This is an optimization exercise on Yosys and OpenROAD, whose aim is small area and a short achievable clock period, not a production implementation.
Where RTL was checked, it was by simulation tests only, not by an equivalence proof against the original.

==> inputs of exp/cedar <==
Design lab4_2, start of the top module:
module lab4_2( 
              input wire      mode,
              input wire[2:0] opCode,
              input wire[3:0] value,
              input clk,
              input reset,
              output reg[9:0] result,
              output reg cacheFull,
              output reg invalidOp,
              output reg overflow);
==> flow/config.mk <==
export PLATFORM = sky130hd
export DESIGN_NAME = lab4_2
export DESIGN_NICKNAME = lab4_2
export VERILOG_FILES = /design/flow/design.v
export SDC_FILE = /design/flow/constraint.sdc
export NUM_CORES = 4
export LEC_CHECK = 0
export ABC_AREA = 1
export CAP_MARGIN = 20
export CORE_MARGIN = 2
export CORE_UTILIZATION = 40
export CTS_CLUSTER_DIAMETER = 100
export CTS_CLUSTER_SIZE = 24
export SLEW_MARGIN = 20
==> flow/constraint.sdc <==
create_clock -name core_clock -period 12.5 [get_ports {clk}]
set_input_delay 2.5000 -clock core_clock [delete_from_list [all_inputs] [get_ports {clk}]]
set_output_delay 2.5000 -clock core_clock [all_outputs]
set_load 0.01 [all_outputs]
standard.sh (not shown) runs the stock make flow with config.mk's settings and CLKGATE_MAP_FILE= SYNTH_SCRIPT=/design/flow/synth_recipe.tcl, a recipe that flattens the netlist after the stock synthesis.
==> flow/flow/run.sh <==
#!/bin/bash
# Standard layout with two changes to how it is made:
#  - timing repair is asked for more setup margin than the clock period
#    needs, so it keeps shortening the worst paths;
#  - the port buffers are buf_4 cells (every port still gets its buffer).
set -euo pipefail
bash standard.sh SETUP_SLACK_MARGIN=9 \
  "BUFFER_PORTS_ARGS=-buffer_cell sky130_fd_sc_hd__buf_4" finish > standard.log 2>&1
==> exp/tundra: changes against exp/cedar <==
==> flow/design.v (replaced) <==
`timescale 1ns / 1ps
module lab4_2( 
              input wire      mode,
              input wire[2:0] opCode,
              input wire[3:0] value,
              input clk,
              input reset,
              output wire[9:0] result,
              output reg cacheFull,
              output reg invalidOp,
              output reg overflow);
	reg [223:0] cache;
	reg [5:0]   counter;
	reg [5:0]   PN;           
	reg [3:0]   begin_PC;
	reg [9:0]   p1;           
	reg [11:0]  B3;           
	reg [6:0]   IR;           
	reg         IR2;          
	reg [9:0]   p0;           
	reg [9:0]   resn;         
	assign result = ~resn;
	reg         last;         
	integer i, j;
	always @(posedge clk) begin
		for (i = 0; i < 32; i = i + 1)
			if (!counter[5] && counter[4:0] == i)
				cache[i*7 +: 7] <= {opCode, value};
	end
	wire [2:0] op = IR[6:4];
	wire [3:0] v  = IR[3:0];
	wire is1 = op[0] & ~op[2];
	wire is2 = IR2;
	wire [4:0] s1, s2, s3;
	genvar k;
	generate
		for (k = 0; k < 5; k = k + 1) begin : dig
			wire a1 = p0[2*k+1], a0 = p0[2*k];
			if (k == 0) begin : d0
				assign s1[k] = (is2 & ~a1 & a0) | is1;
			end else begin : dk
				assign s1[k] = is2 & ~a1 & a0;
			end
			assign s2[k] = is2 & a1 & ~a0;
			assign s3[k] = is2 & a1 & a0;
		end
	endgenerate
	reg [3:0] pop;
	always @* begin
		pop = 0;
		for (j = 0; j < 10; j = j + 1) pop = pop + p0[j];
	end
	wire [9:0] rev = {p0[0], p0[1], p0[2], p0[3], p0[4], p0[5], p0[6], p0[7], p0[8], p0[9]};
	wire [10:0] B2 = {p1, 1'b0};
	wire [9:0] r0 = ({10{s1[0]}} & p1)      | ({10{s2[0]}} & B2[9:0]) | ({10{s3[0]}} & B3[9:0]);
	wire [7:0] r1 = ({8{s1[1]}}  & p1[7:0]) | ({8{s2[1]}}  & B2[7:0]) | ({8{s3[1]}}  & B3[7:0]);
	wire [5:0] r2 = ({6{s1[2]}}  & p1[5:0]) | ({6{s2[2]}}  & B2[5:0]) | ({6{s3[2]}}  & B3[5:0]);
	wire [3:0] r3 = ({4{s1[3]}}  & p1[3:0]) | ({4{s2[3]}}  & B2[3:0]) | ({4{s3[3]}}  & B3[3:0]);
	wire [1:0] r4 = ({2{s1[4]}}  & p1[1:0]) | ({2{s2[4]}}  & B2[1:0]) | ({2{s3[4]}}  & B3[1:0]);
	wire       selp = ~(op[2] ^ op[1]);
	wire       selr = op[2] & ~op[1] & op[0];
	wire       selc = op[2] & ~op[1] & ~op[0];
	wire [9:0] q  = ({10{selp}} & p0) | ({10{selr}} & rev) | ({10{selc}} & {6'd0, pop});
	wire [3:0] va = v & {4{~op[2]}};
	wire t0;
	wire t1;
	wire t2;
	wire t3;
	wire t4;
	wire t5;
	wire t6;
	wire t7;
	wire t8;
	wire t9;
	wire t10;
	wire t11;
	wire t12;
	wire t13;
	wire t14;
	wire t15;
	wire t16;
	wire t17;
	wire t18;
	wire t19;
	wire t20;
	wire t21;
	wire t22;
	wire t23;
	wire t24;
	wire t25;
	wire t26;
	wire t27;
	wire t28;
	wire t29;
	wire t30;
	wire t31;
	wire t32;
	wire t33;
	wire t34;
	wire t35;
	wire t36;
	wire t37;
	wire t38;
	wire t39;
	wire t40;
	wire t41;
	wire t42;
	wire t43;
	wire t44;
	wire t45;
	wire t46;
	wire t47;
	assign t0 = q[6] ^ r0[6];
	assign t1 = q[6] & r0[6];
	assign t2 = q[7] ^ r0[7] ^ r1[5];
	assign t3 = (q[7] & r0[7]) | (q[7] & r1[5]) | (r0[7] & r1[5]);
	assign t4 = q[8] ^ r0[8] ^ r1[6];
	assign t5 = (q[8] & r0[8]) | (q[8] & r1[6]) | (r0[8] & r1[6]);
	assign t6 = r2[4] ^ r3[2];
	assign t7 = r2[4] & r3[2];
	assign t8 = q[9] ^ r0[9] ^ r1[7];
	assign t9 = (q[9] & r0[9]) | (q[9] & r1[7]) | (r0[9] & r1[7]);
	assign t10 = r2[5] ^ r3[3] ^ r4[1];
	assign t11 = (r2[5] & r3[3]) | (r2[5] & r4[1]) | (r3[3] & r4[1]);
	assign t12 = va[2] ^ q[2];
	assign t13 = va[2] & q[2];
	assign t14 = va[3] ^ q[3] ^ r0[3];
	assign t15 = (va[3] & q[3]) | (va[3] & r0[3]) | (q[3] & r0[3]);
	assign t16 = q[4] ^ r0[4] ^ r1[2];
	assign t17 = (q[4] & r0[4]) | (q[4] & r1[2]) | (r0[4] & r1[2]);
	assign t18 = q[5] ^ r0[5] ^ r1[3];
	assign t19 = (q[5] & r0[5]) | (q[5] & r1[3]) | (r0[5] & r1[3]);
	assign t20 = r1[4] ^ r2[2] ^ r3[0];
	assign t21 = (r1[4] & r2[2]) | (r1[4] & r3[0]) | (r2[2] & r3[0]);
	assign t22 = r2[3] ^ r3[1] ^ t2;
	assign t23 = (r2[3] & r3[1]) | (r2[3] & t2) | (r3[1] & t2);
	assign t24 = r4[0] ^ t4 ^ t6;
	assign t25 = (r4[0] & t4) | (r4[0] & t6) | (t4 & t6);
	assign t26 = t8 ^ t10 ^ t5;
	assign t27 = (t8 & t10) | (t8 & t5) | (t10 & t5);
	assign t28 = va[0] ^ q[0];
	assign t29 = va[0] & q[0];
	assign t30 = va[1] ^ q[1] ^ r0[1];
	assign t31 = (va[1] & q[1]) | (va[1] & r0[1]) | (q[1] & r0[1]);
	assign t32 = r0[2] ^ r1[0] ^ t12;
	assign t33 = (r0[2] & r1[0]) | (r0[2] & t12) | (r1[0] & t12);
	assign t34 = r1[1] ^ t14 ^ t13;
	assign t35 = (r1[1] & t14) | (r1[1] & t13) | (t14 & t13);
	assign t36 = r2[0] ^ t16 ^ t15;
	assign t37 = (r2[0] & t16) | (r2[0] & t15) | (t16 & t15);
	assign t38 = r2[1] ^ t18 ^ t17;
	assign t39 = (r2[1] & t18) | (r2[1] & t17) | (t18 & t17);
	assign t40 = t0 ^ t20 ^ t19;
	assign t41 = (t0 & t20) | (t0 & t19) | (t20 & t19);
	assign t42 = t1 ^ t22 ^ t21;
	assign t43 = (t1 & t22) | (t1 & t21) | (t22 & t21);
	assign t44 = t3 ^ t24 ^ t23;
	assign t45 = (t3 & t24) | (t3 & t23) | (t24 & t23);
	assign t46 = t7 ^ t26 ^ t25;
	assign t47 = (t7 & t26) | (t7 & t25) | (t26 & t25);
	wire [9:0]  ra = {t46, t44, t42, t40, t38, t36, t34, t32, t30, r0[0]};
	wire [9:0]  rb = {t45, t43, t41, t39, t37, t35, t33, t31, t29, t28};
	wire [10:0] S  = ra + rb;
	wire big = (s1[1] & (|p1[9:8])) | (s2[1] & (|p1[9:7])) | (s3[1] & (|B3[11:8])) |
	           (s1[2] & (|p1[9:6])) | (s2[2] & (|p1[9:5])) | (s3[2] & (|B3[11:6])) |
	           (s1[3] & (|p1[9:4])) | (s2[3] & (|p1[9:3])) | (s3[3] & (|B3[11:4])) |
	           (s1[4] & (|p1[9:2])) | (s2[4] & (|p1[9:1])) | (s3[4] & (|B3[11:2])) |
	           (s2[0] & p1[9]) | (s3[0] & (|B3[11:10]));
	wire ovf_ar = S[10] | t9 | t11 | t27 | t47 | big;
	wire [9:0] n   = S[9:0];
	wire       ovf = ovf_ar;
	wire       is6    = op[2] & op[1];
	wire [3:0] nbegin = is6 ? v : begin_PC;
	wire [4:0] npc    = last ? {1'b0, nbegin} : PN[4:0];
	wire [5:0] npn    = npc + 1'b1;
	wire       nvalid = ~last | ({2'b0, nbegin} < counter);
	wire [6:0] nent   = cache[npc*7 +: 7];
	wire [5:0] cnt1   = counter + 1'b1;
	always @(posedge clk or posedge reset) begin
		if (reset) begin
			p0        <= 0;
			resn      <= 10'h3ff;
			cacheFull <= 0;
			invalidOp <= 0;
			overflow  <= 0;
			counter   <= 0;
			PN        <= 6'd1;
			begin_PC  <= 0;
			p1        <= 0;
			B3        <= 0;
			IR        <= 0;
			IR2       <= 1'b0;
			last      <= 1'b1;
		end else if (mode) begin
			p0       <= n;
			resn     <= ~n;
			overflow <= ovf;
			p1       <= p0;
			B3       <= {2'b0, p0} + {1'b0, p0, 1'b0};
			begin_PC <= nbegin;
			PN       <= npn;
			IR       <= nvalid ? nent : 7'd0;
			IR2      <= nvalid & ~nent[6] & nent[5];
			last     <= npn >= counter;
		end else begin
			if (!counter[5] && PN == cnt1) begin
				IR  <= (opCode[1:0] == 2'b11) ? 7'd0 : {opCode, value};
				IR2 <= opCode == 3'd2;
			end
			if (opCode[1:0] == 2'b11) begin
				invalidOp <= 1'b1;
			end else begin
				invalidOp <= 1'b0;
				if (counter[5]) cacheFull <= 1'b1;
				else begin
					counter <= cnt1;
					last    <= PN > counter;
				end
			end
		end
	end
endmodule
==> flow/config.mk (replaced) <==
export PLATFORM = sky130hd
export DESIGN_NAME = lab4_2
export DESIGN_NICKNAME = lab4_2
export VERILOG_FILES = /design/flow/design.v
export SDC_FILE = /design/flow/constraint.sdc
export NUM_CORES = 4
export LEC_CHECK = 0
export CAP_MARGIN = 20
export CORE_MARGIN = 2
export CORE_UTILIZATION = 40
export CTS_CLUSTER_DIAMETER = 100
export CTS_CLUSTER_SIZE = 24
export SLEW_MARGIN = 20
==> exp/umber: changes against exp/cedar <==
--- a/flow/design.v
+++ b/flow/design.v
@@ -9,20 +9,20 @@
               output reg cacheFull,
               output reg invalidOp,
               output reg overflow);
 	reg [223:0] cache;
 	reg [5:0]   counter;
 	reg [5:0]   PN;           
 	reg [3:0]   begin_PC;
 	reg [9:0]   p1;           
-	reg [11:0]  B3;           
+	reg [9:0]   B3;           
 	reg [6:0]   IR;           
 	reg         last;         
-	integer i;
+	integer i, j;
 	always @(posedge clk) begin
 		for (i = 0; i < 32; i = i + 1)
 			if (!counter[5] && counter[4:0] == i)
 				cache[i*7 +: 7] <= {opCode, value};
 	end
 	wire [9:0] p0 = result;
 	wire [2:0] op = IR[6:4];
 	wire [3:0] v  = IR[3:0];
@@ -144,26 +144,26 @@
 	assign t43 = (t1 & t22) | (t1 & t21) | (t22 & t21);
 	assign t44 = t3 ^ t24 ^ t23;
 	assign t45 = (t3 & t24) | (t3 & t23) | (t24 & t23);
 	assign t46 = t7 ^ t26 ^ t25;
 	assign t47 = (t7 & t26) | (t7 & t25) | (t26 & t25);
 	wire [9:0]  ra = {t46, t44, t42, t40, t38, t36, t34, t32, t30, r0[0]};
 	wire [9:0]  rb = {t45, t43, t41, t39, t37, t35, t33, t31, t29, t28};
 	wire [10:0] S  = ra + rb;
-	wire big = (s1[1] & (|p1[9:8])) | (s2[1] & (|p1[9:7])) | (s3[1] & (|B3[11:8])) |
-	           (s1[2] & (|p1[9:6])) | (s2[2] & (|p1[9:5])) | (s3[2] & (|B3[11:6])) |
-	           (s1[3] & (|p1[9:4])) | (s2[3] & (|p1[9:3])) | (s3[3] & (|B3[11:4])) |
-	           (s1[4] & (|p1[9:2])) | (s2[4] & (|p1[9:1])) | (s3[4] & (|B3[11:2])) |
-	           (s2[0] & p1[9]) | (s3[0] & (|B3[11:10]));
+	wire big = (s1[1] & (|p1[9:8])) | (s2[1] & (|p1[9:7])) | (s3[1] & (p1 >= 10'd86)) |
+	           (s1[2] & (|p1[9:6])) | (s2[2] & (|p1[9:5])) | (s3[2] & (p1 >= 10'd22)) |
+	           (s1[3] & (|p1[9:4])) | (s2[3] & (|p1[9:3])) | (s3[3] & (p1 >= 10'd6)) |
+	           (s1[4] & (|p1[9:2])) | (s2[4] & (|p1[9:1])) | (s3[4] & (p1 >= 10'd2)) |
+	           (s2[0] & p1[9]) | (s3[0] & (p1 >= 10'd342));
 	wire ovf_ar = S[10] | t9 | t11 | t27 | t47 | big;
 	reg [3:0] pop;
 	always @* begin
 		pop = 0;
-		for (i = 0; i < 10; i = i + 1) pop = pop + p0[i];
+		for (j = 0; j < 10; j = j + 1) pop = pop + p0[j];
 	end
 	wire [9:0] rev = {p0[0], p0[1], p0[2], p0[3], p0[4], p0[5], p0[6], p0[7], p0[8], p0[9]};
 	reg [9:0] n;
 	reg       ovf;
 	always @* begin
 		if (ar) begin
 			n = S[9:0]; ovf = ovf_ar;
 		end else begin
@@ -194,17 +194,17 @@
 			p1        <= 0;
 			B3        <= 0;
 			IR        <= 0;
 			last      <= 1'b1;
 		end else if (mode) begin
 			result   <= n;
 			overflow <= ovf;
 			p1       <= p0;
-			B3       <= {2'b0, p0} + {1'b0, p0, 1'b0};
+			B3       <= p0 + {p0[8:0], 1'b0};
 			begin_PC <= nbegin;
 			PN       <= npn;
 			IR       <= nvalid ? nent : 7'd0;
 			last     <= npn >= counter;
 		end else begin
 			if (!counter[5] && PN == cnt1)
 				IR <= (opCode[1:0] == 2'b11) ? 7'd0 : {opCode, value};
 			if (opCode[1:0] == 2'b11) begin
==> flow/flow/run.sh (replaced) <==
#!/bin/bash
# Standard layout with these changes to how it is made:
#  - timing repair is asked for more setup margin than the clock period
#    needs, so it keeps shortening the worst paths;
#  - CTS as the standard flow runs it, without dummy loads;
#  - the port buffers are buf_4 cells (every port still gets its buffer).
set -euo pipefail
bash standard.sh SETUP_SLACK_MARGIN=9 \
  "CTS_ARGS=-sink_clustering_enable -repair_clock_nets -sink_clustering_size 24 -sink_clustering_max_diameter 100 -dont_use_dummy_load" \
  "BUFFER_PORTS_ARGS=-buffer_cell sky130_fd_sc_hd__buf_4" finish > standard.log 2>&1
==> flow/config.mk (replaced) <==
export PLATFORM = sky130hd
export DESIGN_NAME = lab4_2
export DESIGN_NICKNAME = lab4_2
export VERILOG_FILES = /design/flow/design.v
export SDC_FILE = /design/flow/constraint.sdc
export NUM_CORES = 4
export LEC_CHECK = 0
export CAP_MARGIN = 20
export CORE_MARGIN = 2
export CORE_UTILIZATION = 40
export CTS_CLUSTER_DIAMETER = 100
export CTS_CLUSTER_SIZE = 24
export SLEW_MARGIN = 20
==> qor summary <==
metric	exp/umber	exp/cedar	exp/tundra
Fill cell total of the finished layout	3267	3429	3289
Outcome	complete, no violations	complete, no violations	complete, no violations
Worst R2R Path Depth	17	21	22
Post-synthesis compound-gate area fraction	10.8%	6.88%	11.0%
# clock sinks	280	282	293
Worst setup slack after placement	7.95 ns	7.50 ns	6.54 ns
Wire length on met3	2700 um	1950 um	2820 um
Setup crit end	overflow	overflow	resn[8]
Number of signal-net inverters in the final layout	63	137	98
WL met2	16800 um	19400 um	18000 um
Final Critical Period	3.98 ns	4.18 ns	5.51 ns
R2r startpoint	IR[5]	IR[6]	p0[5]
Standard cell core area	0.0354 mm2	0.0364 mm2	0.0366 mm2
Most numerous cell in the Yosys netlist	edfxtp_1	nand2_1	edfxtp_1
No functional check of the RTL was part of exp/tundra and exp/umber.

==> re-timing with driven ports <==
The results above use ideal ports. As a check the final layouts listed here were re-extracted and re-timed, cells and wires unchanged.
Step 1 assumes that a clkbuf_16 drives the clock port and a buf_2 every other input.
Step 2 times the ports against the registers' clock, not the clock port: input delays grow and output delays shrink by t, the midpoint of the rising clock arrivals with the driver on.
Slacks: no drivers / after step 1 / after step 2; pairs: no drivers / after step 1.
| run | t (ns) | setup slack, ns | worst register clock-pin slew, ns | worst slew at a driven data input, ns |
|---|---|---|---|---|
| exp/cedar | 0.558 | 8.325 / 8.325 / 8.325 | 0.10 / 0.10 | 0.07 |
| exp/tundra | 0.565 | 6.987 / 6.987 / 6.987 | 0.11 / 0.11 | 0.03 |
| exp/umber | 0.537 | 8.524 / 8.524 / 8.524 | 0.10 / 0.10 | 0.06 |
After both steps setup and hold are still met in every run listed.
